From an optimization exercise on the open Yosys and OpenROAD flow, aimed at small area; shortcuts taken in it are not production practice. Function was checked by simulation only, so behaviour that the tests miss may differ from the original. Power and IR drop assume default switching activity.

## flow/config.mk

```make
export PLATFORM = sky130hd
export DESIGN_NAME = avalonBus
export DESIGN_NICKNAME = avalonBus
export VERILOG_FILES = /design/flow/design.v
export SDC_FILE = /design/flow/constraint.sdc
export NUM_CORES = 4
export LEC_CHECK = 0
export CAP_MARGIN = 20
export CORE_MARGIN = 2
export CORE_UTILIZATION = 40
export PLACE_DENSITY = 0.6
export SLEW_MARGIN = 20
```

## flow/constraint.sdc

```tcl
create_clock -name core_clock -period 12.0 [get_ports {clk}]
set_input_delay 2.4000 -clock core_clock [delete_from_list [all_inputs] [get_ports {clk}]]
set_output_delay 2.4000 -clock core_clock [all_outputs]
set_load 0.01 [all_outputs]
```

## flow/design.v

```verilog
module avalonBus
(
	input wire clk,
	input wire n_rst,
	input wire slave_read,
	input wire slave_write,
	input wire [31:0] slave_writedata,
	input wire [31:0] slave_addr,
	output reg [31:0] slave_readdata,
	input wire [31:0] master_readdata,
	output reg master_read,
	output reg master_write,
	output reg [31:0] master_addr,
	output reg [31:0] master_writedata,
	output reg sobel_complete
);
function automatic [31:0] add32(input [31:0] x, input [31:0] y, input ci);
	integer i;
	reg c;
	begin
		c = ci;
		for (i = 0; i < 32; i = i + 1) begin
			add32[i] = x[i] ^ y[i] ^ c;
			c = (x[i] & y[i]) | (c & (x[i] ^ y[i]));
		end
	end
endfunction
localparam [1:0] S_IDLE = 2'd0, S_READ = 2'd1, S_WRITE = 2'd2;
reg [1:0] s_state;
reg [31:0] startpixel, endpixel;
reg status, control;
wire a_hi0 = (slave_addr[31:3] == 29'd0);
wire a1 = a_hi0 && slave_addr[2:0] == 3'd1;
wire a2 = a_hi0 && slave_addr[2:0] == 3'd2;
wire a3 = a_hi0 && slave_addr[2:0] == 3'd3;
wire a4 = a_hi0 && slave_addr[2:0] == 3'd4;
always_ff @(posedge clk, negedge n_rst) begin
	if (!n_rst) begin
		s_state <= S_IDLE;
		startpixel <= 32'd0;
		endpixel <= 32'd0;
		status <= 1'b0;
		control <= 1'b0;
	end else begin
		case (s_state)
		S_IDLE: begin
			if (slave_write && (a1 || a2 || a4)) s_state <= S_WRITE;
			else if (slave_read && a3) s_state <= S_READ;
			else if (slave_write && a3) s_state <= S_WRITE;
		end
		S_READ: if (!(slave_read && a3)) s_state <= S_IDLE;
		default: s_state <= S_IDLE;
		endcase
		if (s_state == S_WRITE) begin
			if (a1) startpixel <= slave_writedata;
			if (a2) endpixel <= slave_writedata;
			if (a3) status <= slave_writedata[0];
			if (a4) control <= slave_writedata[0];
		end
	end
end
always_comb begin
	slave_readdata = 32'd0;
	slave_readdata[0] = (s_state == S_READ) && a3 && status;
end
localparam [3:0] C_IDLE = 4'd0, C_GPA = 4'd1, C_FETCH = 4'd2, C_PREWAIT = 4'd3,
	C_STORE = 4'd4, C_GRAY = 4'd5, C_WAIT2 = 4'd6, C_GSM = 4'd7, C_CHKOUT = 4'd8,
	C_STOREOUT = 4'd9, C_CHKDONE = 4'd10, C_DONE = 4'd11, C_ENDDONE = 4'd12;
reg [3:0] c_state;
reg store_out_pix;
reg need_fill;
localparam [2:0] M_IDLE = 3'd0, M_READ = 3'd1, M_RD1 = 3'd2, M_RD2 = 3'd3, M_WRITE = 3'd4, M_WD = 3'd5;
reg [2:0] m_state;
wire data_ready = (m_state == M_RD2);
wire addr_done;
wire image_done;
wire gray_en;
wire gray_done;
wire compute_sobel;
wire fill;
wire sobel_pixel;
wire out_full, out_empty;
wire nx_pixel_en = (c_state == C_GPA);
wire read_enable = (c_state == C_FETCH) && addr_done;
wire store_en = (c_state == C_STORE) && data_ready;
wire get_matrix = (c_state == C_WAIT2);
wire out_en = ((c_state == C_CHKOUT) && !out_full) || ((c_state == C_STOREOUT) && out_empty);
wire write_out_enable = ((c_state == C_CHKOUT) && out_full) || ((c_state == C_DONE) && !out_empty)
	|| ((c_state == C_ENDDONE) && out_empty);
wire img_done = ((c_state == C_DONE) && out_empty) || (c_state == C_ENDDONE);
always_comb sobel_complete = img_done;
always_ff @(posedge clk, negedge n_rst) begin
	if (!n_rst) begin
		c_state <= C_IDLE;
		store_out_pix <= 1'b0;
		need_fill <= 1'b0;
	end else begin
		case (c_state)
		C_IDLE: if (control) c_state <= C_GPA;
		C_GPA: c_state <= C_FETCH;
		C_FETCH: if (addr_done) c_state <= C_PREWAIT;
		C_PREWAIT: c_state <= C_STORE;
		C_STORE: if (data_ready) c_state <= gray_en ? C_GRAY : C_GPA;
		C_GRAY: if (gray_done) c_state <= C_WAIT2;
		C_WAIT2: begin
			need_fill <= fill;
			c_state <= compute_sobel ? C_GSM : C_GPA;
		end
		C_GSM: c_state <= C_CHKOUT;
		C_CHKOUT: begin
			store_out_pix <= sobel_pixel;
			c_state <= out_full ? C_STOREOUT : C_CHKDONE;
		end
		C_STOREOUT: if (out_empty) c_state <= C_CHKDONE;
		C_CHKDONE: begin
			if (image_done) c_state <= C_DONE;
			else if (need_fill) c_state <= C_GPA;
			else c_state <= C_WAIT2;
		end
		C_DONE: c_state <= C_ENDDONE;
		default: c_state <= C_ENDDONE;
		endcase
	end
end
always_ff @(posedge clk, negedge n_rst) begin
	if (!n_rst) m_state <= M_IDLE;
	else begin
		case (m_state)
		M_IDLE: if (read_enable) m_state <= M_READ; else if (write_out_enable) m_state <= M_WRITE;
		M_READ: m_state <= M_RD1;
		M_RD1: m_state <= M_RD2;
		M_WRITE: m_state <= M_WD;
		default: m_state <= M_IDLE;
		endcase
	end
end
wire [31:0] calc_address;
wire [31:0] write_addr;
wire [31:0] out_pixel;
wire m_rd = (m_state == M_READ) || (m_state == M_RD1) || (m_state == M_RD2);
wire m_wr = (m_state == M_WRITE) || (m_state == M_WD);
always_comb begin
	master_read = (m_state == M_READ) || (m_state == M_RD1);
	master_write = m_wr;
	master_addr = m_rd ? calc_address : (m_wr ? write_addr : 32'd0);
	master_writedata = m_wr ? out_pixel : 32'd0;
end
localparam [4:0] W_IDLE = 5'd0, W_CALC1 = 5'd1, W_DONE1 = 5'd2, W_CALC2 = 5'd3, W_DONE2 = 5'd4,
	W_CALC3 = 5'd5, W_DONE3 = 5'd6, W_INCDEC = 5'd7, W_DONEINCDEC = 5'd8, W_NR1 = 5'd9,
	W_DONEN1 = 5'd10, W_NR2 = 5'd11, W_DONEN2 = 5'd12, W_INCROW = 5'd13, W_DONEINCROW = 5'd14,
	W_DONE = 5'd15, W_ENDDONE = 5'd16;
reg [4:0] w_state;
reg [7:0] col_cnt;
reg [8:0] row_cnt;
reg [1:0] matrix_cnt;
reg [31:0] calc_q;
reg w_edge;
reg w_incdec;
reg w_adp;
reg get_addr;
wire w_is_done = (w_state == W_DONE1) || (w_state == W_DONE2) || (w_state == W_DONE3) ||
	(w_state == W_DONEINCDEC) || (w_state == W_DONEN1) || (w_state == W_DONEN2) ||
	(w_state == W_DONEINCROW) || (w_state == W_ENDDONE);
assign addr_done = w_is_done || ((w_state == W_IDLE) && w_adp);
assign image_done = (w_state == W_ENDDONE) || (w_state == W_DONE);
reg next_edge;
always_comb begin
	next_edge = w_edge;
	if (w_state == W_IDLE && nx_pixel_en && w_edge) next_edge = 1'b0;
	if (w_state == W_INCDEC && !w_adp) begin
		if (!w_incdec && col_cnt == 8'd159) next_edge = 1'b1;
		if (w_incdec && col_cnt == 8'd0) next_edge = 1'b1;
	end
end
wire trig = nx_pixel_en || get_addr;
wire upd = !w_adp && (((w_state == W_CALC1 || w_state == W_NR1) && trig) ||
	((w_state == W_CALC2 || w_state == W_CALC3 || w_state == W_NR2) && nx_pixel_en));
wire m0 = (matrix_cnt == 2'd0);
wire first = (w_state == W_CALC1) && m0;
wire big = m0 && (w_state == W_CALC2 || w_state == W_CALC3 || w_state == W_NR1);
wire [31:0] row15 = add32({19'd0, row_cnt, 4'd0}, ~{23'd0, row_cnt}, 1'b1);
wire [31:0] col3 = add32({23'd0, col_cnt, 1'b0}, {24'd0, col_cnt}, 1'b0);
wire [31:0] offs_w = add32({14'd0, row15[12:0], 5'd0}, {22'd0, col3[9:0]}, 1'b0);
wire [17:0] offs = offs_w[17:0];
wire [17:0] incv = big ? ((w_state == W_NR1 && w_incdec) ? 18'd475 : 18'd478) : 18'd1;
wire [31:0] add_a = first ? startpixel : calc_q;
wire [17:0] add_b = first ? offs : incv;
wire [31:0] add_s = add32(add_a, {14'd0, add_b}, 1'b0);
assign calc_address = calc_q;
always_ff @(posedge clk) if (upd) calc_q <= add_s;
always_ff @(posedge clk, negedge n_rst) begin
	if (!n_rst) begin
		w_state <= W_IDLE;
		col_cnt <= 8'd0;
		row_cnt <= 9'd0;
		matrix_cnt <= 2'd0;
		w_edge <= 1'b0;
		w_incdec <= 1'b0;
		w_adp <= 1'b0;
		get_addr <= 1'b0;
	end else begin
		w_adp <= addr_done;
		w_edge <= next_edge;
		if (upd) begin
			matrix_cnt <= (matrix_cnt == 2'd2) ? 2'd0 : matrix_cnt + 2'd1;
		end
		case (w_state)
		W_IDLE: begin
			if (nx_pixel_en) begin
				w_state <= w_edge ? W_NR1 : W_CALC1;
				get_addr <= 1'b1;
			end else get_addr <= 1'b0;
		end
		W_CALC1: if (upd) begin
			get_addr <= 1'b0;
			w_state <= (matrix_cnt == 2'd2) ? W_DONE2 : W_DONE1;
		end
		W_CALC2: if (upd) w_state <= (matrix_cnt == 2'd2) ? W_DONE3 : W_DONE2;
		W_CALC3: if (upd) begin
			if (row_cnt == 9'd477 && col_cnt == 8'd0 && matrix_cnt == 2'd2) w_state <= W_ENDDONE;
			else w_state <= (matrix_cnt == 2'd2) ? W_DONEINCDEC : W_DONE3;
		end
		W_NR1: if (upd) begin
			get_addr <= 1'b0;
			w_state <= (matrix_cnt == 2'd2) ? W_DONEN2 : W_DONEN1;
		end
		W_NR2: if (upd) w_state <= (matrix_cnt == 2'd2) ? W_DONEINCROW : W_DONEN2;
		W_INCDEC: if (!w_adp) begin
			w_state <= W_IDLE;
			if (!w_incdec) begin
				if (col_cnt == 8'd159) begin col_cnt <= 8'd157; w_incdec <= 1'b1; end
				else col_cnt <= col_cnt + 8'd1;
			end else begin
				if (col_cnt == 8'd0) begin col_cnt <= 8'd2; w_incdec <= 1'b0; end
				else col_cnt <= col_cnt - 8'd1;
			end
		end
		W_INCROW: if (!w_adp) begin
			row_cnt <= row_cnt + 9'd1;
			w_state <= W_IDLE;
		end
		W_DONE1: w_state <= W_CALC1;
		W_DONE2: w_state <= W_CALC2;
		W_DONE3: w_state <= W_CALC3;
		W_DONEINCDEC: w_state <= W_INCDEC;
		W_DONEN1: w_state <= W_NR1;
		W_DONEN2: w_state <= W_NR2;
		W_DONEINCROW: w_state <= W_INCROW;
		W_ENDDONE: w_state <= W_DONE;
		default: ;
		endcase
	end
end
reg [1:0] word_ph;        
reg [7:0] carry;          
reg [2:0] g_cnt;          
assign gray_en = store_en && (word_ph == 2'd2);
assign gray_done = (g_cnt == 3'd5);
wire [31:0] rw = master_readdata;
reg [5:0] gx_r, gx_g;
reg [3:0] gx_b;
always_comb begin
	case (word_ph)
	2'd0: begin gx_r = rw[31:26]; gx_g = rw[23:18]; gx_b = rw[15:12]; end
	2'd1: begin gx_r = carry[5:0]; gx_g = rw[31:26]; gx_b = rw[23:20]; end
	default: begin gx_r = rw[23:18]; gx_g = rw[15:10]; gx_b = rw[7:4]; end
	endcase
end
wire [31:0] g3 = add32({25'd0, gx_g, 1'b0}, {26'd0, gx_g}, 1'b0);
wire [31:0] grb = add32({26'd0, gx_r}, {28'd0, gx_b}, 1'b0);
wire [31:0] gsw = add32({24'd0, g3[7:0]}, {25'd0, grb[6:0]}, 1'b0);
wire [8:0] gsum = gsw[8:0];
wire [7:0] gray_a = gsum[8] ? 8'hFF : gsum[7:0];
wire [31:0] csw = add32({24'd0, carry}, {28'd0, rw[31:28]}, 1'b0);
wire [8:0] csum = csw[8:0];
wire [7:0] gray_c = csum[8] ? 8'hFF : csum[7:0];
wire [31:0] p3 = add32({25'd0, rw[7:2], 1'b0}, {26'd0, rw[7:2]}, 1'b0);
wire [31:0] p1w = add32({24'd0, p3[7:0]}, {26'd0, rw[15:10]}, 1'b0);
wire [7:0] p1 = p1w[7:0];
always_ff @(posedge clk, negedge n_rst) begin
	if (!n_rst) begin
		word_ph <= 2'd0;
		g_cnt <= 3'd0;
	end else begin
		if (store_en) word_ph <= (word_ph == 2'd2) ? 2'd0 : word_ph + 2'd1;
		if (g_cnt == 3'd5) g_cnt <= 3'd0;
		else if (g_cnt != 3'd0 || gray_en) g_cnt <= g_cnt + 3'd1;
	end
end
always_ff @(posedge clk) begin
	if (store_en) begin
		if (word_ph == 2'd0) carry <= {2'b00, rw[7:2]};
		else if (word_ph == 2'd1) carry <= p1;
	end
end
localparam [3:0] B_IDLE = 4'd0, B_FILL1 = 4'd1, B_FILL2 = 4'd2, B_FILL3 = 4'd3, B_FILL4 = 4'd4,
	B_FILL5 = 4'd5, B_FILL6 = 4'd6, B_INC = 4'd7, B_DEC = 4'd8, B_SHIFT = 4'd9, B_SHIFTC = 4'd10;
reg [3:0] b_state;
reg [2:0] counter;
reg shift_en, b_incdec, edge_found, shift_done, cs_prev;
reg cs;
reg fill_r;
reg [3:0] b_next;
reg [2:0] n_counter;
reg n_shift_en, n_incdec, n_edge_found, n_shift_done;
assign compute_sobel = cs;
assign fill = fill_r;
always_comb begin
	b_next = b_state;
	cs = cs_prev;
	n_counter = counter;
	n_shift_en = shift_en;
	n_incdec = b_incdec;
	n_edge_found = edge_found;
	n_shift_done = shift_done;
	fill_r = 1'b0;
	case (b_state)
	B_IDLE: b_next = B_FILL1;
	B_FILL1: begin
		cs = 1'b0;
		if (gray_done) b_next = B_FILL2;
	end
	B_FILL2: if (gray_done) b_next = B_FILL3;
	B_FILL3: if (gray_done) begin
		if (b_incdec && !shift_en) b_next = B_INC;
		else if (!b_incdec && !shift_en) b_next = B_DEC;
		else b_next = B_FILL6;
		if (next_edge) n_edge_found = 1'b1;
	end
	B_INC: begin
		if (cs_prev) cs = 1'b0;
		else if (get_matrix) begin
			cs = 1'b1;
			n_counter = counter + 3'd1;
			if (n_counter == 3'd1 && !shift_done) begin fill_r = 1'b1; b_next = B_FILL4; end
			else if (n_counter == 3'd5 && !edge_found) begin fill_r = 1'b1; b_next = B_FILL1; end
			else if (n_counter == 3'd5 && edge_found) begin n_edge_found = 1'b0; b_next = B_SHIFT; end
			else if (shift_done) n_shift_done = 1'b0;
		end
	end
	B_FILL4: begin
		cs = 1'b0;
		if (gray_done) b_next = B_FILL5;
	end
	B_FILL5: if (gray_done) b_next = B_FILL6;
	B_FILL6: if (gray_done) begin
		if (shift_en) begin n_shift_en = 1'b0; b_next = B_SHIFTC; end
		if (next_edge) n_edge_found = 1'b1;
		if (b_incdec && !shift_en) b_next = B_INC;
		else if (!b_incdec && !shift_en) b_next = B_DEC;
	end
	B_SHIFTC: begin
		cs = 1'b1;
		n_shift_done = 1'b1;
		b_next = b_incdec ? B_INC : B_DEC;
	end
	B_DEC: begin
		if (cs_prev) cs = 1'b0;
		else if (get_matrix) begin
			cs = 1'b1;
			n_counter = counter - 3'd1;
			if (n_counter == 3'd4 && !shift_done) begin fill_r = 1'b1; b_next = B_FILL1; end
			else if (n_counter == 3'd0 && !next_edge) begin fill_r = 1'b1; b_next = B_FILL4; end
			else if (n_counter == 3'd0 && next_edge) begin b_next = B_SHIFT; n_edge_found = 1'b0; end
			else if (shift_done) n_shift_done = 1'b0;
		end
	end
	B_SHIFT: begin
		cs = 1'b0;
		n_shift_en = 1'b1;
		fill_r = 1'b1;
		b_next = B_FILL3;
		n_incdec = !b_incdec;
	end
	default: ;
	endcase
end
always_ff @(posedge clk, negedge n_rst) begin
	if (!n_rst) begin
		b_state <= B_IDLE;
		counter <= 3'd0;
		shift_en <= 1'b0;
		b_incdec <= 1'b1;
		edge_found <= 1'b0;
		shift_done <= 1'b0;
		cs_prev <= 1'b0;
	end else begin
		b_state <= b_next;
		counter <= n_counter;
		shift_en <= n_shift_en;
		b_incdec <= n_incdec;
		edge_found <= n_edge_found;
		shift_done <= n_shift_done;
		cs_prev <= cs;
	end
end
wire [2:0][7:0][7:0] cb;
reg [1:0] rot;
reg sv_q;
wire [1:0] rot_dec = (rot == 2'd0) ? 2'd2 : rot - 2'd1;
wire fill_hi = (b_state == B_FILL1) || (b_state == B_FILL2) || (b_state == B_FILL3);
wire fill_lo = (b_state == B_FILL4) || (b_state == B_FILL5) || (b_state == B_FILL6);
wire [2:0] fill_row;
assign fill_row[2] = (b_state == B_FILL1) || (b_state == B_FILL4);
assign fill_row[1] = (b_state == B_FILL2) || (b_state == B_FILL5);
assign fill_row[0] = (b_state == B_FILL3) || (b_state == B_FILL6);
wire do_shift = (b_state == B_SHIFT);
always_ff @(posedge clk, negedge n_rst) begin
	if (!n_rst) begin
		rot <= 2'd0;
		sv_q <= 1'b0;
	end else begin
		sv_q <= do_shift;
		if (sv_q) rot <= rot_dec;
	end
end
wire [2:0] fill_phys;
assign fill_phys[0] = (rot == 2'd0) ? fill_row[0] : (rot == 2'd1) ? fill_row[2] : fill_row[1];
assign fill_phys[1] = (rot == 2'd0) ? fill_row[1] : (rot == 2'd1) ? fill_row[0] : fill_row[2];
assign fill_phys[2] = (rot == 2'd0) ? fill_row[2] : (rot == 2'd1) ? fill_row[1] : fill_row[0];
genvar gr, gc;
generate
for (gr = 0; gr < 3; gr = gr + 1) begin : g_row
	for (gc = 0; gc < 8; gc = gc + 1) begin : g_col
		wire half_ok = (gc >= 4) ? fill_hi : fill_lo;
		wire [1:0] ph = (gc % 4 == 3) ? 2'd0 : (gc % 4 == 2) ? 2'd1 : 2'd2;
		wire we = store_en && fill_phys[gr] && half_ok && (word_ph == ph);
		wire [7:0] din = (gc % 4 == 1) ? gray_c : gray_a;
		reg [7:0] px;
		always_ff @(posedge clk) begin
			if (we) px <= din;
		end
		assign cb[gr][gc] = px;
	end
end
endgenerate
wire j0 = (c_state == C_WAIT2);
wire j1 = (c_state == C_GSM);
wire j2 = !j0 && !j1;
wire [2:0] wcol = ~n_counter - {1'b0, j2, j1};
wire vs = (b_next == B_SHIFT) || (b_state == B_SHIFT) || sv_q;
wire [2:0] l2, l1, l0;
assign l2 = vs ? ((rot == 2'd0) ? 3'b010 : (rot == 2'd1) ? 3'b100 : 3'b001)
               : ((rot == 2'd0) ? 3'b100 : (rot == 2'd1) ? 3'b001 : 3'b010);
assign l0 = (rot == 2'd0) ? 3'b001 : (rot == 2'd1) ? 3'b010 : 3'b100;
assign l1 = vs ? l0 : ((rot == 2'd0) ? 3'b010 : (rot == 2'd1) ? 3'b100 : 3'b001);
wire [2:0][7:0] yq;
genvar gp;
generate
for (gp = 0; gp < 3; gp = gp + 1) begin : g_phys
	assign yq[gp] = cb[gp][wcol];
end
endgenerate
function automatic [7:0] pick(input [2:0] s, input [2:0][7:0] q);
	pick = ({8{s[0]}} & q[0]) | ({8{s[1]}} & q[1]) | ({8{s[2]}} & q[2]);
endfunction
wire [7:0] x2 = pick(l2, yq), x1 = pick(l1, yq), x0 = pick(l0, yq);
wire [31:0] aw = add32({24'd0, x2}, j1 ? ~{24'd0, x0} : {24'd0, x1}, j1);
wire [31:0] bw = add32({24'd0, x1}, {24'd0, x0}, 1'b0);
wire [10:0] ca = aw[10:0];
wire [10:0] cb2 = {2'b00, bw[8:0]};
wire [10:0] xu = j2 ? cb2 : ca;
wire [10:0] xv = j0 ? cb2 : ca;
wire nu = j2;
wire nv = !j0;
reg [10:0] acc_u, acc_v;
wire [31:0] su = add32({21'd0, j0 ? 11'd0 : acc_u}, {21'd0, xu ^ {11{nu}}}, nu);
wire [31:0] sv = add32({21'd0, j0 ? 11'd0 : acc_v}, {21'd0, xv ^ {11{nv}}}, nv);
always_ff @(posedge clk) begin
	acc_u <= su[10:0];
	acc_v <= sv[10:0];
end
function automatic outside63(input [10:0] x);
	outside63 = !((x[10:6] == 5'd0) || ((x[10:6] == 5'b11111) && (x[5:0] != 6'd0)));
endfunction
assign sobel_pixel = outside63(su[10:0]) || outside63(sv[10:0]);
localparam [2:0] O_IDLE = 3'd0, O_CHECK = 3'd1, O_FULL = 3'd2, O_WRITE = 3'd3, O_DONE = 3'd4;
reg [2:0] o_state;
reg [31:0] sr;
reg sr_pend, sr_bit;
reg [5:0] buffcnt;
reg [4:0] ccnt;
reg [8:0] rcnt;
reg [31:0] curr_addr;
wire full = (buffcnt == 6'd32);
wire nextcol = (ccnt == 5'd19);
wire odd = rcnt[0];
wire [31:0] r5 = add32({21'd0, rcnt, 2'b00}, {23'd0, rcnt}, 1'b0);
wire [31:0] evw = add32({20'd0, r5[11:0]}, {27'd0, ccnt}, 1'b0);
wire [31:0] odw = add32(32'd5, ~{27'd0, ccnt}, 1'b1);
wire [29:0] ob = odd ? odw[29:0] : {18'd0, evw[11:0]};
wire [31:0] oa = odd ? curr_addr : endpixel;
wire [31:0] osw = add32({2'b00, oa[31:2]}, {2'b00, ob}, 1'b0);
wire [31:0] oadd_s = {osw[29:0], oa[1:0]};
assign out_full = (o_state == O_FULL);
assign out_empty = (o_state == O_WRITE);
always_ff @(posedge clk, negedge n_rst) begin
	if (!n_rst) begin
		o_state <= O_IDLE;
		buffcnt <= 6'd0;
		ccnt <= 5'd0;
		rcnt <= 9'd0;
	end else begin
		case (o_state)
		O_IDLE: begin
			if (img_done) o_state <= O_DONE;
			else if (out_en) o_state <= O_CHECK;
		end
		O_CHECK: o_state <= full ? O_FULL : O_IDLE;
		O_FULL: if (write_out_enable) o_state <= O_WRITE;
		O_WRITE: o_state <= O_IDLE;
		default: ;
		endcase
		if (out_en) begin
			buffcnt <= full ? 6'd1 : buffcnt + 6'd1;
		end
		if (out_en && nextcol) ccnt <= 5'd0;
		else if (write_out_enable) ccnt <= nextcol ? 5'd1 : ccnt + 5'd1;
		if (nextcol) rcnt <= rcnt + 9'd1;
	end
end
always_ff @(posedge clk) begin
	sr_pend <= out_en;
	sr_bit <= (c_state == C_CHKOUT) ? sobel_pixel : store_out_pix;
	if (sr_pend) sr <= {sr_bit, sr[31:1]};
	if (write_out_enable && !img_done) curr_addr <= oadd_s;
end
wire in_wo = (o_state == O_WRITE);
reg wo_keep, wo_odd;
always_ff @(posedge clk) begin
	if (in_wo) begin
		wo_keep <= (ccnt <= 5'd18);
		wo_odd <= odd;
	end
end
wire [31:0] obase = sr;
wire okeep = in_wo ? (ccnt <= 5'd18) : wo_keep;
wire oodd = in_wo ? odd : wo_odd;
reg [31:0] opix;
always_comb begin
	if (o_state == O_DONE) opix = 32'd1;
	else if (okeep) opix = obase;
	else if (!oodd) opix = {obase[31:2], 2'b00};
	else opix = {2'b00, obase[29:0]};
end
assign out_pixel = opix;
assign write_addr = img_done ? 32'd4 : curr_addr;
endmodule
```

## flow/flow/run.sh

```bash
#!/bin/bash
# Standard layout, with the port buffers made from the smallest buffer cell
# and a clock tree of clkbuf_8 without dummy loads.
set -euo pipefail
bash standard.sh "BUFFER_PORTS_ARGS=-buffer_cell sky130_fd_sc_hd__buf_1" \
  "CTS_ARGS=-sink_clustering_enable -repair_clock_nets -dont_use_dummy_load -buf_list sky130_fd_sc_hd__clkbuf_8" \
  finish > standard_flow.log 2>&1
```

## flow/standard.sh

```bash
#!/bin/bash
# synth_recipe.tcl (not shown) runs the flow's synth.tcl, then flattens the netlist and writes it again
# the make line also repeats each setting of config.mk as NAME=value (left out here)
make -C /OpenROAD-flow-scripts/flow DESIGN_CONFIG=/design/flow/config.mk WORK_HOME=/design/flow/orfs CLKGATE_MAP_FILE= SYNTH_SCRIPT=/design/flow/synth_recipe.tcl "${@:-finish}"
```

==> results of run 1 <==
==> stage by stage <==
stage          area [sq um]  power, uW  setup WS [ns]  utilization, %
2_1_floorplan         26500       1910           1.05               -
3_3_place_gp          27800       1970          0.703            42.4
3_5_place_dp          27800       1980          0.620            42.4
4_1_cts               29000       3190          0.581            44.2
5_1_grt               29000       3280          0.173            44.2
6_report              29000       3140          0.559            44.2
==> final cells by class <==
class / instances / area, sq um / share of cell area, %
sequential: 470 / 13100 / 45.2
multi-input combinational: 1411 / 12200 / 42.1
clock buffer: 83 / 1140 / 3.94
tap: 864 / 1080 / 3.73
timing repair buffer: 189 / 823 / 2.84
inverter: 166 / 623 / 2.15
antenna: 4 / 10.0 / 0.0345
==> power breakdown <==
part / switching [uW] / internal (uW)
clock: 589 / 607
combinational: 125 / 33.4
sequential: 0.00000000452 / 1790
==> state kept, by name (all words and copies together) (netlist names), 6 cells and up <==
| register | flops |
|---|---|
| startpixel | 32 |
| acc_v | 11 |
| g_row.g_col.px | 192 |
| rcnt | 9 |
| acc_u | 11 |
| sr | 32 |
| calc_q | 32 |
| row_cnt | 9 |
| carry | 8 |
| col_cnt | 8 |
| buffcnt | 6 |
| curr_addr | 32 |
| endpixel | 32 |
==> kinds of logic (layout without fill, tap and decap cells) <==
kind of cell / after synthesis / after routing
buffers and inverters: 298 / 438
AOI/OAI and AO/OA: 310 / 310
other: 1 / 35
xor gates and xnor gates: 39 / 39
adders and majority gates: 223 / 223
and+or+nand+nor: 579 / 579
DFF: 470 / 470
muxes: 229 / 229
==> synthesized netlist by cell type, drive strengths merged, types with 4 or more instances <==
cell type	n	area, sq um
edfxtp	296	8890
inv	165	619
a32oi	6	52.6
nor2b	15	93.8
a21o	5	37.5
mux2	84	946
o221ai	4	41.3
nor4	16	100
dfrtp	147	3680
or3	4	30.0
o21ai	88	440
nor2	107	409
a31oi	5	31.3
nand2	239	897
o22ai	14	87.6
nor3	23	115
a22oi	16	120
and2	48	300
o211ai	7	57.6
mux2i	97	971
a22o	33	289
ha	92	1150
mux4	48	1080
a21oi	54	270
dfxtp	26	521
clkbuf	86	323
xnor2	31	272
or4	8	60.1
nand4	20	125
a211oi	6	50.1
xor2	8	70.1
nand2b	33	206
or2	11	68.8
nand3	17	85.1
buf	46	317
o22a	5	43.8
a2111oi	6	52.6
and3	8	50.1
o21a	17	128
nand3b	9	67.6
a21boi	7	52.6
fa	131	2620
==> cell usage in the layout (no fill, tap or decap), types with 31 or more instances in the layout <==
master    instances
edfxtp_1        296
dfrtp_1         146
xnor2_1          31
ha_1             91
buf_1           158
a22o_1           33
mux2i_1          97
inv_1           165
a21oi_1          54
nand2_1         239
mux4_2           48
clkbuf_8         83
fa_1            130
o21ai_0          88
nand2b_1         33
nor2_1          103
conb_1           31
mux2_2           84
and2_1           47
==> path summary, 6_finish.rpt <==
| check | from | to | slack, ns | depth (start not counted) |
|---|---|---|---|---|
| worst max register to register | rcnt[2]$_DFFE_PN0P_ | curr_addr[31]$_DFFE_PP_ | 0.56 | 34 |
| min in group asynchronous | n_rst | w_incdec$_DFFE_PN0N_ | 1.69 | 1 |
| worst max-delay path | rcnt[2]$_DFFE_PN0P_ | curr_addr[31]$_DFFE_PP_ | 0.56 | 34 |
| worst min register to register | sr[29]$_DFFE_PP_ | sr[28]$_DFFE_PP_ | 0.42 | 0 |
| worst min-delay path | sr[29]$_DFFE_PP_ | sr[28]$_DFFE_PP_ | 0.42 | 0 |
| max in group asynchronous | n_rst | rcnt[0]$_DFFE_PN0P_ | 8.22 | 3 |
==> metal layers <==
| metal | part of all wire [%] | global-route usage, % | wire length (um) |
|---|---|---|---|
| met1 | 46 | 24.8 | 27600 |
| met2 | 47 | 29.1 | 28300 |
| met5 | 0 | 0 | 0 |
| met4 | 2.5 | 5.84 | 1540 |
| met3 | 5.1 | 3.42 | 3060 |
==> worst max-delay path: cells and delay by family (launching register included) <==
family          cells  cell delay [ns]
xor+xnor            1             0.17
buf+inv             3             0.18
compound gates      1             0.13
flops               1             0.45
fa+ha+maj          29            10.23
==> metrics.md, run 1 <==
| Metric | Value |
|---|---|
| Outcome | no timing/DRC/antenna violations |
| Drt drc | 0 |
| Initial DRC Count | 1201 |
| CP peak stage delay | 0.48 ns |
| Area grow syn2layout | 9.77% |
| Hold Crit Class | register to register |
| Skew-Pair Late Insertion Delay | 0.68 ns |
| Synth Instances | 2149 |
| Cts bufs inserted | 83 |
| Sequential share of the synthesized area | 49.6% |
| Post-CTS sizing | 0 |
| CTS tree | built |
| IO Pins | 199 |
| Skew final | 0.0851 ns |
| Worst IR drop on VDD | 0.0590 mV |
| Post-Syn Area | 26400 sq um |
| Finished Layout Cells | 3187 |
| Most used DFF post-synth | edfxtp_1 |
| GRT Util Overall | 18.1% |
| Synth Area in Compound Gates | 7.99% |
| Worst Path Class, Setup | register to register |
| Die width | 261 um |
| CP Max Fanout | 6 |
| Synthesis warning total | 1 |
| Row Count | 94 |
| Crit path launch type | register |
| Max Cap Viol | 0 |
| CP most frequent cell | fa_1 |
| Cell count after placement | 3099 |
| Number of port buffers | 159 |
| Crit path DAT | 11.82 ns |
| Worst Path Required | 12.38 ns |
| Worst hold slack | 0.415 ns |
| Die H | 261 um |
| Number of fill cells | 6030 |
| CTS sink cnt | 470 |
| Crit share post-route | 95.3% |
| Root Driver | clkbuf_8 |
| Mux share of post-synthesis cell area | 11.3% |
| Crit end category | register |
| Worst slew pin tran | 1.04 ns |
| Initial antenna violation count | 3 |
| Max-slew headroom | 30.5% |
| Mean Syn Cell Area | 12.3 sq um |
| DP Wirelength | 42000 um |
| Main combinational cell family by area after synthesis | adder cells |
| Minimum clock period | 11.44 ns |
| Synthesized flop and latch total | 470 |
| # setup viols final | 0 |
| XOR/XNOR share of the synthesized area | 1.29% |
| Post-CTS Setup Inserts | 0 |
| Adder-Cell Fraction of Synth Area | 14.3% |
| Post-Route WL | 60500 um |
| Synth async-reset ratio | 31.5% |
| Final Hold Viols | 0 |
| Final-report max-slew violation count | 0 |
| Via-per-instance ratio | 5.31 |
| Placer Congestion | 0.851 |
| Die ar. | 68100 sq um |
| Clk pin slew, worst setup/hold paths | 0.07 ns |
| Share of cells above drive strength 1 | 12.3% |
| Routed WL per cell | 19.0 um |
| RSZ-0062 raised after global routing | false |
| Initial Util | 40.3% |
| Number of global-route vias before repair | 17404 |
| Leak | 0.0112 uW |
| Simple-gate area share of the yosys netlist | 10.7% |
| Total gr overflow | 0 |
| Setup TNS Final | 0 ns |
| Via Count | 16913 |
| Pin count of the biggest net entering global routing | 72 |
| Drt pass-1 iters | 5 |
| CTS H-tree depth | 3 |
| Library cells used by synthesis | 93 |
| Slowest cell on the critical path | fa_1 |
| Max Fclk | 87.4 MHz |
| PD cells | 108 nW/um^2 |
| Final nets | 2644 |
| First-pass GRT wire length | 96600 um |
| CTS Hold Bufs | 0 |
| Post-synth EDFFs | 296 |
| Antenna Violating Nets Remaining | 0 |
| Core area | 65600 sq um |
| Max Root-Sink Buffers | 3 |
==> inputs of run 2 (changes only) <==
==> flow/flow/run.sh (replaced) <==
#!/bin/bash
set -euo pipefail
bash standard.sh "BUFFER_PORTS_ARGS=-buffer_cell sky130_fd_sc_hd__buf_1" \
  "CTS_ARGS=-sink_clustering_enable -repair_clock_nets -dont_use_dummy_load -buf_list sky130_fd_sc_hd__clkbuf_2 -sink_clustering_size 6 -sink_clustering_max_diameter 25" \
  finish > standard_flow.log 2>&1
==> metrics.md, run 2 <==
| Metric | Value |
|---|---|
| Hold EP | sr[27]$_DFFE_PP_ |
| Core area | 65600 sq um (unchanged) |
| Pin count of the biggest net entering global routing | 72 (unchanged) |
| Initial antenna violation count | 4 (+1) |
| Leak | 0.0112 uW (about the same) |
| Cts bufs inserted | 145 (+75%) |
| Crit path launch type | register |
| Placed cell areas | 27800 sq um (unchanged) |
| Drt drc | 0 (unchanged) |
| Share of cells above drive strength 1 | 14.6% (+2.3 points) |
| Post-CTS Setup Inserts | 0 (unchanged) |
| Drt pass-1 iters | 7 (+2) |
| Antenna Violating Nets Remaining | 0 (unchanged) |
| Post-Route WL | 60800 um (+0.56%) |
| GRT Util Overall | 18.2% (+0.16 points) |
| Skew-Pair Late Insertion Delay | 1.29 ns (+0.61 ns) |
| Synthesis warning total | 1 (unchanged) |
| Max Root-Sink Buffers | 3 (unchanged) |
| Crit share post-route | 95.0% (-0.34 points) |
| Routed WL per cell | 18.7 um (-1.5%) |
| Row Count | 94 (unchanged) |
| Number of port buffers | 159 (unchanged) |
| Hold Crit Start | sr[28]$_DFFE_PP_ |
| Max Fclk | 87.7 MHz (+0.36%) |
| Die ar. | 68100 sq um (unchanged) |
| DP Wirelength | 42000 um (unchanged) |
| Number of fill cells | 6141 (+1.8%) |
| Final Hold Viols | 0 (unchanged) |
| Worst IR drop on VDD | 0.0626 mV (+6.1%) |
| Most used DFF post-synth | edfxtp_1 |
| Clk pin slew, worst setup/hold paths | 0.08 ns (about the same) |
| Synth async-reset ratio | 31.5% (unchanged) |
| Synth Instances | 2149 (unchanged) |
| Largest Register | g_row.g_col.px |
| Outcome | no timing/DRC/antenna violations |
| Via Count | 17302 (+2.3%) |
| FF-to-FF setup slack | 0.60 ns (+0.04 ns) |
| WHS Path Cells | 0 (unchanged) |
| Post-synth top area share | 33.6% (unchanged) |
| Root Driver | clkbuf_2 |
| RSZ-0062 raised after global routing | false |
| CP Max Fanout | 6 (unchanged) |
| Synthesized flop and latch total | 470 (unchanged) |
| First-pass GRT wire length | 96900 um (+0.34%) |
| Post-Syn Area | 26400 sq um (unchanged) |
| Library cells used by synthesis | 93 (unchanged) |
| Worst r2r path cells | 34 (unchanged) |
| Most common cell in the netlist | edfxtp_1 |
| Die width | 261 um (unchanged) |
| CTS tree | built |
| Met2 wire length | 28400 um (+0.52%) |
| Area grow syn2layout | 8.23% |
| Seq. cell area | 13100 sq um (unchanged) |
| Synth top cells by count | edfxtp_1, nand2_1, inv_1 |
| Commonest non-fill, non-tap cells in the layout | edfxtp_1, nand2_1, inv_1 |
| Crit path DAT | 12.36 ns (+0.54 ns) |
| Mean Syn Cell Area | 12.3 sq um (unchanged) |
| Post-synth EDFFs | 296 (unchanged) |
| PD cells | 99.9 nW/um^2 (-7.8%) |
| Met3 Wirelength | 3580 um (+17%) |
| Initial DRC Count | 1147 (-4.5%) |
| Minimum clock period | 11.40 ns (-0.0406 ns) |
| Worst Path Required | 12.96 ns (+0.58 ns) |
| Hold Crit Class | register to register |
| Multi-input logic area | 12200 sq um (unchanged) |
| Via-per-instance ratio | 5.32 (+0.22%) |
| Final-report max-slew violation count | 0 (unchanged) |
| Max-slew headroom | 30.9% (+0.44 points) |
| Sequential share of the synthesized area | 49.6% (unchanged) |
| Final nets | 2706 (+2.3%) |
| Initial Util | 40.3% (unchanged) |
| CP most frequent cell | fa_1 |
| Setup TNS Final | 0 ns (unchanged) |
| Max Cap Viol | 0 (unchanged) |
| CTS H-tree depth | 4 (+1) |
| Skew final | 0.202 ns (+0.117 ns) |
| Number of global-route vias before repair | 17925 (+3.0%) |
| Worst Path Class, Setup | register to register |
| Crit end category | register |
| Final Instance Area | 28600 sq um (-1.4%) |
| Worst R2R Start | rcnt[2]$_DFFE_PN0P_ |
| Slowest cell on the critical path | fa_1 |
| IO Pins | 199 (unchanged) |
| Synth top area cells | edfxtp_1, dfrtp_1, fa_1 |
| Most common cell after layout, fill and taps aside | edfxtp_1 |
| # setup viols final | 0 (unchanged) |
| Largest register FFs | 192 (unchanged) |
| CP peak stage delay | 0.48 ns (about the same) |
| CTS sink cnt | 470 (unchanged) |
| Total gr overflow | 0 (unchanged) |
| Top cell type by total area after synthesis | edfxtp_1 |
| Post-CTS sizing | 0 (unchanged) |
| Top layer in use | met4 |
| R2r endpoint | curr_addr[31]$_DFFE_PP_ |
| Worst slew pin tran | 1.03 ns (-0.00652 ns) |
| Placer Congestion | 0.851 (unchanged) |
| Met1 Wirelength | 27100 um (-1.7%) |
| Die H | 261 um (unchanged) |
| CTS Hold Bufs | 0 (unchanged) |
## run 2: cell counts after synthesis
Identical to the previous run, type by type.
## run 2: power by group
group | leakage, uW | internal (uW) | switching [uW]
registers | 0.00469 | 1790 | 0.00000000487
clock network | 0.000602 | 313 | 599
logic | 0.00595 | 33.4 | 126
## run 2: final cells by class
type	count	share of cell area, %
clock buffers	145	2.54
flip-flops and latches	470	45.9
repair buffers	189	2.88
well taps	864	3.78
diodes	8	0.0700
multi-input cells	1411	42.7
inverters	166	2.18
## run 2: logic make-up (layout without fill, tap and decap cells)
group | count (synthesis) | in the layout | share of synthesized area (%)
AND/OR/NAND/NOR | 579 | 579 | 10.7
flip-flops | 470 | 470 | 49.6
AO/OA/AOI/OAI | 310 | 310 | 7.99
buffers and inverters | 298 | 500 | 4.78
multiplexers | 229 | 229 | 11.3
adder cells (fa/ha/maj) | 223 | 223 | 14.3
XOR/XNOR | 39 | 39 | 1.29
other | 1 | 39 | 0.0142
## run 2: layer usage
metal	global-route usage [%]	up-vias
met1	24.3	8601
li1	-	8055
met3	4.25	111
met4	7.56	0
met2	28.8	535
met5	0	-
## run 2: how the worst max path moves through the flow
stage,from,to,slack [ns],cells past startpoint
6_report,rcnt[2]$_DFFE_PN0P_,curr_addr[31]$_DFFE_PP_,0.60,34
3_5_place_dp,rcnt[2]$_DFFE_PN0P_,curr_addr[31]$_DFFE_PP_,0.62,34
5_1_grt,rcnt[0]$_DFFE_PN0P_,curr_addr[31]$_DFFE_PP_,0.19,38
3_3_place_gp,rcnt[2]$_DFFE_PN0P_,curr_addr[31]$_DFFE_PP_,0.70,34
2_1_floorplan,rcnt[0]$_DFFE_PN0P_,curr_addr[31]$_DFFE_PP_,1.05,36
4_1_cts,rcnt[2]$_DFFE_PN0P_,curr_addr[31]$_DFFE_PP_,0.61,34
## run 2: stage by stage
step / util [%] / std cells / hold WS (ns) / setup slack, ns / total power (uW)
6_report: 43.6 / 3253 / 0.411 / 0.600 / 2860
5_1_grt: 43.6 / 3250 / 0.409 / 0.187 / 3000
4_1_cts: 43.5 / 3244 / 0.393 / 0.611 / 2910
3_5_place_dp: 42.4 / 3099 / 0.427 / 0.620 / 1980
3_3_place_gp: 42.4 / 3099 / 0.425 / 0.703 / 1970
2_1_floorplan: - / 2179 / 0.386 / 1.05 / 1910
## run 2: worst max-delay path: cells and delay by family, from the launching register on
kind	cells	cell delay, ns
buffers and inverters	3	0.18
adder cells (fa/ha/maj)	29	10.24
flip-flops	1	0.45
AO/OA/AOI/OAI	1	0.13
XOR/XNOR	1	0.17
==> inputs of run 3 (changes only) <==
==> flow/flow/run.sh (replaced) <==
#!/bin/bash
set -euo pipefail
bash standard.sh "BUFFER_PORTS_ARGS=-buffer_cell sky130_fd_sc_hd__buf_1" \
  "CTS_ARGS=-sink_clustering_enable -repair_clock_nets -dont_use_dummy_load -buf_list sky130_fd_sc_hd__clkbuf_4 -sink_clustering_size 10 -sink_clustering_max_diameter 40" \
  finish > standard_flow.log 2>&1
--- a/flow/config.mk
+++ b/flow/config.mk
@@ -6,7 +6,7 @@
 export NUM_CORES = 4
 export LEC_CHECK = 0
-export CAP_MARGIN = 20
+export CAP_MARGIN = 0
 export CORE_MARGIN = 2
 export CORE_UTILIZATION = 40
 export PLACE_DENSITY = 0.6
-export SLEW_MARGIN = 20
+export SLEW_MARGIN = 0
==> metrics.md, run 3 <==
| Metric | Value |
|---|---|
| Most common cell in the netlist | edfxtp_1 |
| Via-per-instance ratio | 5.29 (-0.51%) |
| Most used DFF post-synth | edfxtp_1 |
| FF-to-FF setup slack | 0.59 ns (about the same) |
| CP peak stage delay | 0.48 ns (about the same) |
| Worst Path Required | 12.57 ns (-0.39 ns) |
| Initial DRC Count | 1207 (+5.2%) |
| Post-Route WL | 60100 um (-1.2%) |
| Synth top area cells | edfxtp_1, dfrtp_1, fa_1 |
| Area grow syn2layout | 7.84% |
| Skew-Pair Late Insertion Delay | 0.86 ns (-0.43 ns) |
| Slowest cell on the critical path | fa_1 |
| Drt drc | 0 (unchanged) |
| Worst IR drop on VDD | 0.0622 mV (-0.68%) |
| Synth Instances | 2149 (unchanged) |
| Root Driver | clkbuf_4 |
| Skew final | 0.122 ns (-0.0803 ns) |
| Sequential share of the synthesized area | 49.6% (unchanged) |
| Worst Setup SP | rcnt[2]$_DFFE_PN0P_ |
| RSZ-0062 raised after global routing | false |
| CTS Hold Bufs | 0 (unchanged) |
| CTS tree | built |
| CTS H-tree depth | 3 (-1) |
| Post-Syn Area | 26400 sq um (unchanged) |
| Post-synth EDFFs | 296 (unchanged) |
| Cell count after placement | 3099 (unchanged) |
| Post-CTS sizing | 0 (unchanged) |
| Max-slew headroom | 29.1% (-1.9 points) |
| Critical path depth | 34 (unchanged) |
| Synth async-reset ratio | 31.5% (unchanged) |
| # setup viols final | 0 (unchanged) |
| Post-synth top area share | 33.6% (unchanged) |
| Number of global-route vias before repair | 17363 (-3.1%) |
| Synth top cells by count | edfxtp_1, nand2_1, inv_1 |
| Drt pass-1 iters | 5 (-2) |
| Placed cell areas | 27800 sq um (unchanged) |
| CP most frequent cell | fa_1 |
| Final Hold Viols | 0 (unchanged) |
| Commonest non-fill, non-tap cells in the layout | edfxtp_1, nand2_1, inv_1 |
| Clock power share | 30.6% (-1.3 points) |
| Sequential share of power | 63.8% (+1.3 points) |
| Buf+Inv Stages, Crit Path | 3 (unchanged) |
| Sw power | 659 uW (-9.1%) |
| Synthesized flop and latch total | 470 (unchanged) |
| Clk pin slew, worst setup/hold paths | 0.08 ns (about the same) |
| CP Max Fanout | 6 (unchanged) |
| Placer Congestion | 0.851 (unchanged) |
| Outcome | no timing/DRC/antenna violations |
| Crit path to | curr_addr[31]$_DFFE_PP_ |
| Share of cells above drive strength 1 | 12.3% (-2.3 points) |
| Sw Ratio | 23.5% (-1.8 points) |
| Die ar. | 68100 sq um (unchanged) |
| Routed WL per cell | 18.8 um (+0.73%) |
| Final-report max-slew violation count | 0 (unchanged) |
| R2r endpoint | curr_addr[31]$_DFFE_PP_ |
| Worst Path Class, Setup | register to register |
| Cts bufs inserted | 85 (-41%) |
| Worst slew pin tran | 1.05 ns (+0.0196 ns) |
| Largest Register | g_row.g_col.px |
| Total gr overflow | 0 (unchanged) |
| Row Count | 94 (unchanged) |
| Synthesis warning total | 1 (unchanged) |
| Pin count of the biggest net entering global routing | 72 (unchanged) |
| Number of port buffers | 159 (unchanged) |
| Crit path launch type | register |
| Library cells used by synthesis | 93 (unchanged) |
| Initial Util | 40.3% (unchanged) |
| P_int | 2140 uW (+0.41%) |
| PD cells | 98.2 nW/um^2 (-1.6%) |
| Largest register FFs | 192 (unchanged) |
| Post-CTS Setup Inserts | 0 (unchanged) |
| Worst hold slack | 0.406 ns (-0.00490 ns) |
| Comb power frac | 5.6% (about the same) |
| DP Wirelength | 42000 um (unchanged) |
| Leak | 0.0110 uW (-1.9%) |
| GRT Util Overall | 17.9% (-0.29 points) |
| Max Fclk | 87.6 MHz (-0.12%) |
| Crit end category | register |
| Via Count | 16881 (-2.4%) |
| Crit path DAT | 11.98 ns (-0.38 ns) |
| Core area | 65600 sq um (unchanged) |
| CTS sink cnt | 470 (unchanged) |
| Max Root-Sink Buffers | 3 (unchanged) |
| Worst r2r path cells | 34 (unchanged) |
| Antenna Violating Nets Remaining | 0 (unchanged) |
| Max Cap Viol | 0 (unchanged) |
| Final nets | 2645 (-2.3%) |
| Setup TNS Final | 0 ns (unchanged) |
| Hold Crit Class | register to register |
| Final Instance Area | 28500 sq um (-0.36%) |
| Top cell type by total area after synthesis | edfxtp_1 |
| Most common cell after layout, fill and taps aside | edfxtp_1 |
| Number of fill cells | 6090 (-0.83%) |
| IO Pins | 199 (unchanged) |
| Die H | 261 um (unchanged) |
| Worst R2R Start | rcnt[2]$_DFFE_PN0P_ |
| First-pass GRT wire length | 96100 um (-0.92%) |
| Initial antenna violation count | 4 (unchanged) |
| Minimum clock period | 11.41 ns (+0.0141 ns) |
| Crit share post-route | 95.1% (+0.12 points) |
| Die width | 261 um (unchanged) |
| Finished Layout Cells | 3190 (-1.9%) |
| Top delay family on crit path | adder cells |
| Mean Syn Cell Area | 12.3 sq um (unchanged) |
run 3: cell counts after synthesis:
Identical to the previous run, type by type.
run 3: layout make-up:
cell class	count	area, sq um	area share [%]
Antenna cell	6	15.0	0.0527
Sequential cell	470	13100	46.0
Tap cell	864	1080	3.79
Inverter	166	623	2.19
Timing Repair Buffer	188	818	2.87
Clock buffer	85	638	2.24
Multi-Input combinational cell	1411	12200	42.8
run 3: metal layers:
metal | GRT usage (%) | wire, um | up-vias
met5 | 0 | 0 | -
met3 | 3.47 | 3270 | 103
li1 | - | - | 7919
met4 | 6.06 | 1740 | 0
met1 | 24.6 | 27000 | 8426
met2 | 28.7 | 28000 | 433
run 3: metrics by stage:
stage	setup WS (ns)	util, %	power (uW)
floorplan	1.05	-	1910
global placement	0.703	42.4	1970
detailed placement	0.620	42.4	1980
CTS	0.608	43.4	2850
global route	0.219	43.4	2930
finish	0.586	43.4	2800
run 3: how the worst min path moves through the flow:
stage	slack, ns	end	depth (start not counted)	startpoint
after CTS	0.41	sr[11]$_DFFE_PP_	0	sr[12]$_DFFE_PP_
after floorplan	0.39	sr[31]$_DFFE_PP_	0	sr_bit$_DFF_P_
final	0.41	sr[11]$_DFFE_PP_	0	sr[12]$_DFFE_PP_
after detailed placement	0.43	sr[8]$_DFFE_PP_	0	sr[9]$_DFFE_PP_
after global routing	0.42	sr[11]$_DFFE_PP_	0	sr[12]$_DFFE_PP_
after global placement	0.42	sr[21]$_DFFE_PP_	0	sr[22]$_DFFE_PP_
run 3: power groups by stage:
stage | clock network, uW | logic (uW) | registers (uW)
final | 856 | 158 | 1790
after global routing | 964 | 182 | 1790
after CTS | 906 | 164 | 1790
after detailed placement | 0 | 164 | 1820
after global placement | 0 | 153 | 1820
after floorplan | 0 | 87.8 | 1820
run 3: logic make-up after synthesis:
| kind of cell | Yosys count | share of synthesized area, % |
|---|---|---|
| compound gates | 310 | 7.99 |
| xor+xnor | 39 | 1.29 |
| fa+ha+maj | 223 | 14.3 |
| buf+inv | 298 | 4.78 |
| flops | 470 | 49.6 |
| mux | 229 | 11.3 |
| other cells | 1 | 0.0142 |
| simple gates | 579 | 10.7 |
==> inputs of run 4 (changes only) <==
==> flow/flow/run.sh (replaced) <==
#!/bin/bash
# Standard layout, with the port buffers made from the smallest buffer cell
# and a clock tree of clkbuf_4 in small clusters without dummy loads.
set -euo pipefail
bash standard.sh "BUFFER_PORTS_ARGS=-buffer_cell sky130_fd_sc_hd__buf_1" \
  "CTS_ARGS=-sink_clustering_enable -repair_clock_nets -dont_use_dummy_load -buf_list sky130_fd_sc_hd__clkbuf_4 -sink_clustering_size 8 -sink_clustering_max_diameter 30" \
  finish > standard_flow.log 2>&1
--- a/flow/config.mk
+++ b/flow/config.mk
@@ -6,7 +6,7 @@
 export NUM_CORES = 4
 export LEC_CHECK = 0
-export CAP_MARGIN = 0
+export CAP_MARGIN = 20
 export CORE_MARGIN = 2
 export CORE_UTILIZATION = 40
 export PLACE_DENSITY = 0.6
-export SLEW_MARGIN = 0
+export SLEW_MARGIN = 20
==> metrics.md, run 4 <==
| Metric | Value |
|---|---|
| Outcome | no timing/DRC/antenna violations |
| Initial Util | 40.3% (unchanged) |
| Post-Route WL | 60200 um (+0.29%) |
| Die width | 261 um (unchanged) |
| Sequential share of the synthesized area | 49.6% (unchanged) |
| CP most frequent cell | fa_1 |
| Final-report max-slew violation count | 0 (unchanged) |
| Row Count | 94 (unchanged) |
| Minimum clock period | 11.42 ns (+0.00623 ns) |
| Root Driver | clkbuf_4 |
| Placer Congestion | 0.851 (unchanged) |
| Max-slew headroom | 32.6% (+3.5 points) |
| CP peak stage delay | 0.48 ns (about the same) |
| Worst IR drop on VDD | 0.0768 mV (+24%) |
| Worst Path Class, Setup | register to register |
| Via Count | 17060 (+1.1%) |
| Most common cell after layout, fill and taps aside | edfxtp_1 |
| Via-per-instance ratio | 5.31 (+0.31%) |
| Mean Syn Cell Area | 12.3 sq um (unchanged) |
| Post-synth EDFFs | 296 (unchanged) |
| Worst Path Required | 12.58 ns (about the same) |
| Final Hold Viols | 0 (unchanged) |
| Antenna Violating Nets Remaining | 0 (unchanged) |
| Cts bufs inserted | 110 (+29%) |
| Synth top cells by count | edfxtp_1, nand2_1, inv_1 |
| Largest register FFs | 192 (unchanged) |
| # setup viols final | 0 (unchanged) |
| Post-CTS Setup Inserts | 0 (unchanged) |
| Drt pass-1 iters | 5 (unchanged) |
| Synthesis warning total | 1 (unchanged) |
| Drt drc | 0 (unchanged) |
| Commonest non-fill, non-tap cells in the layout | edfxtp_1, nand2_1, inv_1 |
| Post-CTS sizing | 0 (unchanged) |
| Crit end category | register |
| Post-Syn Area | 26400 sq um (unchanged) |
| CTS sink cnt | 470 (unchanged) |
| GRT Util Overall | 17.9% (about the same) |
| Die H | 261 um (unchanged) |
| CTS Hold Bufs | 0 (unchanged) |
| Max Cap Viol | 0 (unchanged) |
| PD cells | 102 nW/um^2 (+3.4%) |
| Max Root-Sink Buffers | 3 (unchanged) |
| Leak | 0.0111 uW (+1.1%) |
| Synth top area cells | edfxtp_1, dfrtp_1, fa_1 |
| Number of port buffers | 159 (unchanged) |
| Clk pin slew, worst setup/hold paths | 0.06 ns (-0.02 ns) |
| Worst slew pin tran | 1.01 ns (-0.0446 ns) |
| Synth async-reset ratio | 31.5% (unchanged) |
| Library cells used by synthesis | 93 (unchanged) |
| Crit path launch type | register |
| Area grow syn2layout | 8.58% |
| Placed cell areas | 27800 sq um (unchanged) |
| Top cell type by total area after synthesis | edfxtp_1 |
| Routed WL per cell | 18.7 um (-0.46%) |
| Final Instance Area | 28700 sq um (+0.68%) |
| Number of global-route vias before repair | 17594 (+1.3%) |
| Total gr overflow | 0 (unchanged) |
| Most used DFF post-synth | edfxtp_1 |
| Die ar. | 68100 sq um (unchanged) |
| Crit share post-route | 95.2% (about the same) |
| DP Wirelength | 42000 um (unchanged) |
| Most common cell in the netlist | edfxtp_1 |
| RSZ-0062 raised after global routing | false |
| Share of cells above drive strength 1 | 13.3% (+1.0 points) |
| Setup TNS Final | 0 ns (unchanged) |
| Core area | 65600 sq um (unchanged) |
| Hold Crit Class | register to register |
| Initial DRC Count | 1090 (-9.7%) |
| Max Fclk | 87.6 MHz (about the same) |
| Slowest cell on the critical path | fa_1 |
| Post-synth top area share | 33.6% (unchanged) |
| Pin count of the biggest net entering global routing | 72 (unchanged) |
| CP Max Fanout | 8 (+2) |
| Skew final | 0.120 ns (-0.00170 ns) |
| CTS tree | built |
| Final nets | 2671 (+0.98%) |
| Synth Instances | 2149 (unchanged) |
| IO Pins | 199 (unchanged) |
| First-pass GRT wire length | 96200 um (+0.16%) |
| CTS H-tree depth | 3 (unchanged) |
| Synthesized flop and latch total | 470 (unchanged) |
| Initial antenna violation count | 3 (-1) |
| Skew-Pair Late Insertion Delay | 0.87 ns (about the same) |
| Crit path DAT | 12.00 ns (+0.02 ns) |
| Largest Register | g_row.g_col.px |
[run 4: cell type report]
| class | count | area, sq um |
|---|---|---|
| antenna | 4 | 10.0 |
| clock buffer | 110 | 826 |
| fill | 6103 | 36900 |
| inverter | 166 | 623 |
| multi-input combinational | 1411 | 12200 |
| sequential | 470 | 13100 |
| tap | 864 | 1080 |
| timing repair buffer | 189 | 823 |
[run 4: worst paths after layout]
check | startpoint | to | cells after the start | slack [ns]
worst min register to register | sr[28]$_DFFE_PP_ | sr[27]$_DFFE_PP_ | 0 | 0.42
max in group asynchronous | n_rst | edge_found$_DFFE_PN0P_ | 3 | 8.37
worst max-delay path | rcnt[0]$_DFFE_PN0P_ | curr_addr[31]$_DFFE_PP_ | 34 | 0.58
worst min-delay path | sr[28]$_DFFE_PP_ | sr[27]$_DFFE_PP_ | 0 | 0.42
min in group asynchronous | n_rst | word_ph[1]$_DFFE_PN0P_ | 1 | 1.52
worst max register to register | rcnt[0]$_DFFE_PN0P_ | curr_addr[31]$_DFFE_PP_ | 34 | 0.58
[run 4: logic make-up after synthesis]
group | share of synthesized area [%]
buf+inv | 4.78
mux | 11.3
xor+xnor | 1.29
other cells | 0.0142
compound gates | 7.99
simple gates | 10.7
fa+ha+maj | 14.3
flops | 49.6
[run 4: metal layers]
metal  GRT usage, %  share of wire [%]  vias up  wire length, um
met5              0                  0        -                0
met3           3.85                5.9      114             3550
met2           28.7                 47      499            28100
met4           6.17                2.8        0             1670
li1               -                  -     7987                -
met1           24.3                 45     8460            26900
[run 4: worst max-delay path, delay by kind of cell (launching register included)]
family | cells | cell delay (ns)
fa+ha+maj | 29 | 10.20
flops | 1 | 0.47
buf+inv | 3 | 0.18
xor+xnor | 1 | 0.17
compound gates | 1 | 0.13
[run 4: report_power, final]
part           switching [uW]  internal, uW  total (uW)
logic                     124          33.4         158
clock network             559           412         970
registers       0.00000000478          1790        1790
[run 4: per-stage QoR]
stage | total power [uW] | instances | utilization, % | hold slack [ns] | setup WS (ns)
3_5_place_dp | 1980 | 3099 | 42.4 | 0.427 | 0.620
4_1_cts | 2970 | 3209 | 43.7 | 0.422 | 0.605
6_report | 2910 | 3214 | 43.7 | 0.420 | 0.580
5_1_grt | 3050 | 3213 | 43.7 | 0.427 | 0.168
3_3_place_gp | 1970 | 3099 | 42.4 | 0.425 | 0.703
2_1_floorplan | 1910 | 2179 | - | 0.386 | 1.05
==> inputs of run 5 (changes only) <==
--- a/flow/design.v
+++ b/flow/design.v
@@ -146,8 +146,8 @@
 	master_writedata = m_wr ? out_pixel : 32'd0;
 end
-localparam [4:0] W_IDLE = 5'd0, W_CALC1 = 5'd1, W_DONE1 = 5'd2, W_CALC2 = 5'd3, W_DONE2 = 5'd4,
-	W_CALC3 = 5'd5, W_DONE3 = 5'd6, W_INCDEC = 5'd7, W_DONEINCDEC = 5'd8, W_NR1 = 5'd9,
-	W_DONEN1 = 5'd10, W_NR2 = 5'd11, W_DONEN2 = 5'd12, W_INCROW = 5'd13, W_DONEINCROW = 5'd14,
-	W_DONE = 5'd15, W_ENDDONE = 5'd16;
+localparam [4:0] W_IDLE = 5'd0, W_CALC1 = 5'd1, W_CALC2 = 5'd2, W_CALC3 = 5'd3, W_INCDEC = 5'd4,
+	W_NR1 = 5'd5, W_NR2 = 5'd6, W_INCROW = 5'd7, W_DONE = 5'd8,
+	W_DONE1 = 5'd17, W_DONE2 = 5'd18, W_DONE3 = 5'd19, W_DONEINCDEC = 5'd20,
+	W_DONEN1 = 5'd21, W_DONEN2 = 5'd22, W_DONEINCROW = 5'd23, W_ENDDONE = 5'd24;
 reg [4:0] w_state;
 reg [7:0] col_cnt;
@@ -159,7 +159,5 @@
 reg w_adp;
 reg get_addr;
-wire w_is_done = (w_state == W_DONE1) || (w_state == W_DONE2) || (w_state == W_DONE3) ||
-	(w_state == W_DONEINCDEC) || (w_state == W_DONEN1) || (w_state == W_DONEN2) ||
-	(w_state == W_DONEINCROW) || (w_state == W_ENDDONE);
+wire w_is_done = w_state[4];
 assign addr_done = w_is_done || ((w_state == W_IDLE) && w_adp);
 assign image_done = (w_state == W_ENDDONE) || (w_state == W_DONE);
@@ -240,13 +238,5 @@
 			w_state <= W_IDLE;
 		end
-		W_DONE1: w_state <= W_CALC1;
-		W_DONE2: w_state <= W_CALC2;
-		W_DONE3: w_state <= W_CALC3;
-		W_DONEINCDEC: w_state <= W_INCDEC;
-		W_DONEN1: w_state <= W_NR1;
-		W_DONEN2: w_state <= W_NR2;
-		W_DONEINCROW: w_state <= W_INCROW;
-		W_ENDDONE: w_state <= W_DONE;
-		default: ;
+		default: w_state[4] <= 1'b0;
 		endcase
 	end
==> flow/flow/run.sh (replaced) <==
#!/bin/bash
# The standard layout (standard.sh, standard synthesis unchanged), with:
#  - port buffers made from the smallest buffer cell (buf_1);
#  - a clock tree of clkbuf_4 in clusters of at most 10 sinks, without dummy loads.
# make's full output goes to standard_flow.log; ORFS keeps each step's log under orfs/logs.
set -euo pipefail
bash standard.sh "BUFFER_PORTS_ARGS=-buffer_cell sky130_fd_sc_hd__buf_1" \
  "CTS_ARGS=-sink_clustering_enable -repair_clock_nets -dont_use_dummy_load -buf_list sky130_fd_sc_hd__clkbuf_4 -sink_clustering_size 10 -sink_clustering_max_diameter 40" \
  finish > standard_flow.log 2>&1
--- a/flow/config.mk
+++ b/flow/config.mk
@@ -6,7 +6,7 @@
 export NUM_CORES = 4
 export LEC_CHECK = 0
-export CAP_MARGIN = 20
+export CAP_MARGIN = 0
 export CORE_MARGIN = 2
 export CORE_UTILIZATION = 40
 export PLACE_DENSITY = 0.6
-export SLEW_MARGIN = 20
+export SLEW_MARGIN = 0
==> metrics.md, run 5 <==
| Metric | Value |
|---|---|
| Met1 Wirelength | 27100 um (+0.43%) |
| Library cells used by synthesis | 90 (-3.2%) |
| # setup viols final | 0 (unchanged) |
| Core area | 64700 sq um (-1.4%) |
| Post-synth top area share | 33.8% (+0.21 points) |
| Synth top area cells | edfxtp_1, dfrtp_1, fa_1 |
| Synthesis warning total | 1 (unchanged) |
| Final Hold Viols | 0 (unchanged) |
| Most used DFF post-synth | edfxtp_1 |
| Area grow syn2layout | 7.79% |
| Drt drc | 0 (unchanged) |
| Sequential share of the synthesized area | 49.9% (+0.31 points) |
| Worst IR drop on VDD | 0.0441 mV (-43%) |
| Most common cell in the netlist | edfxtp_1 |
| Routed WL per cell | 18.4 um (-1.7%) |
| Clk pin slew, worst setup/hold paths | 0.08 ns (+0.02 ns) |
| Main combinational cell family by area after synthesis | adder cells |
| Mean Syn Cell Area | 12.5 sq um (+1.3%) |
| Antenna Violating Nets Remaining | 0 (unchanged) |
| Crit path DAT | 11.90 ns (-0.10 ns) |
| Mux share of post-synthesis cell area | 11.4% (+0.098 points) |
| Share of cells above drive strength 1 | 12.4% (-0.90 points) |
| CP Max Fanout | 5 (-3) |
| Initial antenna violation count | 4 (+1) |
| CTS H-tree depth | 3 (unchanged) |
| Number of global-route vias before repair | 16756 (-4.8%) |
| Post-CTS Setup Inserts | 0 (unchanged) |
| Total gr overflow | 0 (unchanged) |
| Max Root-Sink Buffers | 3 (unchanged) |
| Post-Syn Area | 26300 sq um (-0.61%) |
| Crit path launch type | register |
| Max Cap Viol | 0 (unchanged) |
| Max Fclk | 88.2 MHz (+0.73%) |
| PD cells | 98.1 nW/um^2 (-3.4%) |
| IO Pins | 199 (unchanged) |
| Worst Path Required | 12.56 ns (-0.02 ns) |
| Initial DRC Count | 1064 (-2.4%) |
| CP most frequent cell | fa_1 |
| Buf+Inv Stages, Crit Path | 3 (unchanged) |
| Top cell type by total area after synthesis | edfxtp_1 |
| Initial Util | 40.6% (+0.33 points) |
| Post-Route WL | 57900 um (-3.8%) |
| Via Count | 16604 (-2.7%) |
| Setup TNS Final | 0 ns (unchanged) |
| Crit share post-route | 94.5% (-0.69 points) |
| CTS tree | built |
| DP Wirelength | 41500 um (-1.2%) |
| RSZ-0062 raised after global routing | false |
| Worst hold slack | 0.371 ns (-0.0489 ns) |
| Most common cell after layout, fill and taps aside | edfxtp_1 |
| Post-synth EDFFs | 296 (unchanged) |
| Largest Register | g_row.g_col.px |
| Met2 wire length | 26300 um (-6.3%) |
| Final-report max-slew violation count | 0 (unchanged) |
| Max-slew headroom | 21.7% (-11 points) |
| Die H | 260 um (-0.30%) |
| Leak | 0.0112 uW (+0.45%) |
| First-pass GRT wire length | 92100 um (-4.2%) |
| Slowest cell on the critical path | fa_1 |
| Simple-gate area share of the yosys netlist | 9.67% (-1.0 points) |
| Top delay family on crit path | adder cells |
| CTS Hold Bufs | 0 (unchanged) |
| Top layer in use | met4 |
| CP peak stage delay | 0.48 ns (about the same) |
| Largest register FFs | 192 (unchanged) |
| Adder-Cell Fraction of Synth Area | 14.4% (+0.13 points) |
| Synth Area in Compound Gates | 8.03% (+0.044 points) |
| Via-per-instance ratio | 5.28 (-0.57%) |
| Die width | 260 um (-0.30%) |
| Commonest non-fill, non-tap cells in the layout | edfxtp_1, nand2_1, inv_1 |
| Final nets | 2608 (-2.4%) |
| Post-CTS sizing | 0 (unchanged) |
| Synth async-reset ratio | 31.5% (unchanged) |
| Synth top cells by count | edfxtp_1, nand2_1, inv_1 |
| Placer Congestion | 0.843 (-0.91%) |
| Worst Path Class, Setup | register to register |
| Die ar. | 67700 sq um (-0.60%) |
| Skew final | 0.118 ns (-0.00263 ns) |
| Root Driver | clkbuf_4 |
| XOR/XNOR share of the synthesized area | 1.52% (+0.22 points) |
| Number of port buffers | 159 (unchanged) |
| GRT Util Overall | 17.3% (-0.63 points) |
| Cts bufs inserted | 82 (-25%) |
| Pin count of the biggest net entering global routing | 73 (+1.4%) |
| Outcome | no timing/DRC/antenna violations |
| Synth Instances | 2109 (-1.9%) |
| Worst slew pin tran | 1.16 ns (+0.148 ns) |
| Minimum clock period | 11.34 ns (-0.0822 ns) |
| Crit end category | register |
| Met3 Wirelength | 3380 um (-5.0%) |
| Drt pass-1 iters | 5 (unchanged) |
| Row Count | 93 (-1.1%) |
| Synthesized flop and latch total | 470 (unchanged) |
| Skew-Pair Late Insertion Delay | 0.86 ns (about the same) |
| CTS sink cnt | 470 (unchanged) |
| Hold Crit Class | register to register |
-- run 5: per-stage QoR --
stage	instances	setup slack, ns	total power [uW]	utilization, %	instance area (sq um)
detailed placement	3056	0.703	1980	42.8	27700
floorplan	2139	1.18	1910	-	26400
global placement	3056	0.714	1970	42.8	27700
global route	3146	0.246	2920	43.7	28300
CTS	3138	0.651	2830	43.7	28300
finish	3146	0.662	2780	43.7	28300
-- run 5: kinds of logic after synthesis --
kind of cell	Yosys count
DFF	470
AOI/OAI and AO/OA	306
xor gates and xnor gates	43
other	1
and+or+nand+nor	533
muxes	229
buffers and inverters	303
adders and majority gates	224
-- run 5: where the power goes --
group	leakage (uW)	switching, uW	internal [uW]	total, uW
combinational	0.00613	121	33.1	154
sequential	0.00469	0.00000000294	1780	1780
clock	0.000377	528	311	839
total	0.0112	649	2130	2780
-- run 5: final cells by class --
class | instances | area (sq um)
Antenna cell | 8 | 20.0
Clock buffer | 82 | 616
Fill cell | 6021 | 36400
Inverter | 173 | 649
Multi-Input combinational cell | 1366 | 12000
Sequential cell | 470 | 13100
Tap cell | 855 | 1070
Timing Repair Buffer | 192 | 848
-- run 5: layer usage --
layer / up-vias / track usage (%)
li1: 7776 / -
met1: 8275 / 24.7
met2: 465 / 26.7
met3: 88 / 3.57
met4: 0 / 5.02
met5: - / 0
-- run 5: worst reg2reg max path: cells and delay by family, from the launching register on --
family / cells / cell delay [ns]
buf+inv: 3 / 0.16
compound gates: 1 / 0.13
flops: 1 / 0.42
fa+ha+maj: 29 / 10.21
xor+xnor: 1 / 0.17
-- run 5: final timing paths --
| check | startpoint | end | slack (ns) | cells after the start |
|---|---|---|---|---|
| max | rcnt[2]$_DFFE_PN0P_ | curr_addr[31]$_DFFE_PP_ | 0.66 | 34 |
| min | sr[27]$_DFFE_PP_ | sr[26]$_DFFE_PP_ | 0.37 | 0 |
| max reg2reg | rcnt[2]$_DFFE_PN0P_ | curr_addr[31]$_DFFE_PP_ | 0.66 | 34 |
| min reg2reg | sr[27]$_DFFE_PP_ | sr[26]$_DFFE_PP_ | 0.37 | 0 |
| max in group asynchronous | n_rst | col_cnt[1]$_DFFE_PN0N_ | 9.13 | 2 |
| min in group asynchronous | n_rst | endpixel[20]$_DFFE_PN0P_ | 1.50 | 1 |

Check on run 5: ideal ports give 0.662 ns setup slack; a clkbuf_16 on the clock port and buf_2 on the inputs give 0.662 ns; moving port delays by the midpoint clock arrival (0.855 ns) as well gives 0.662 ns.
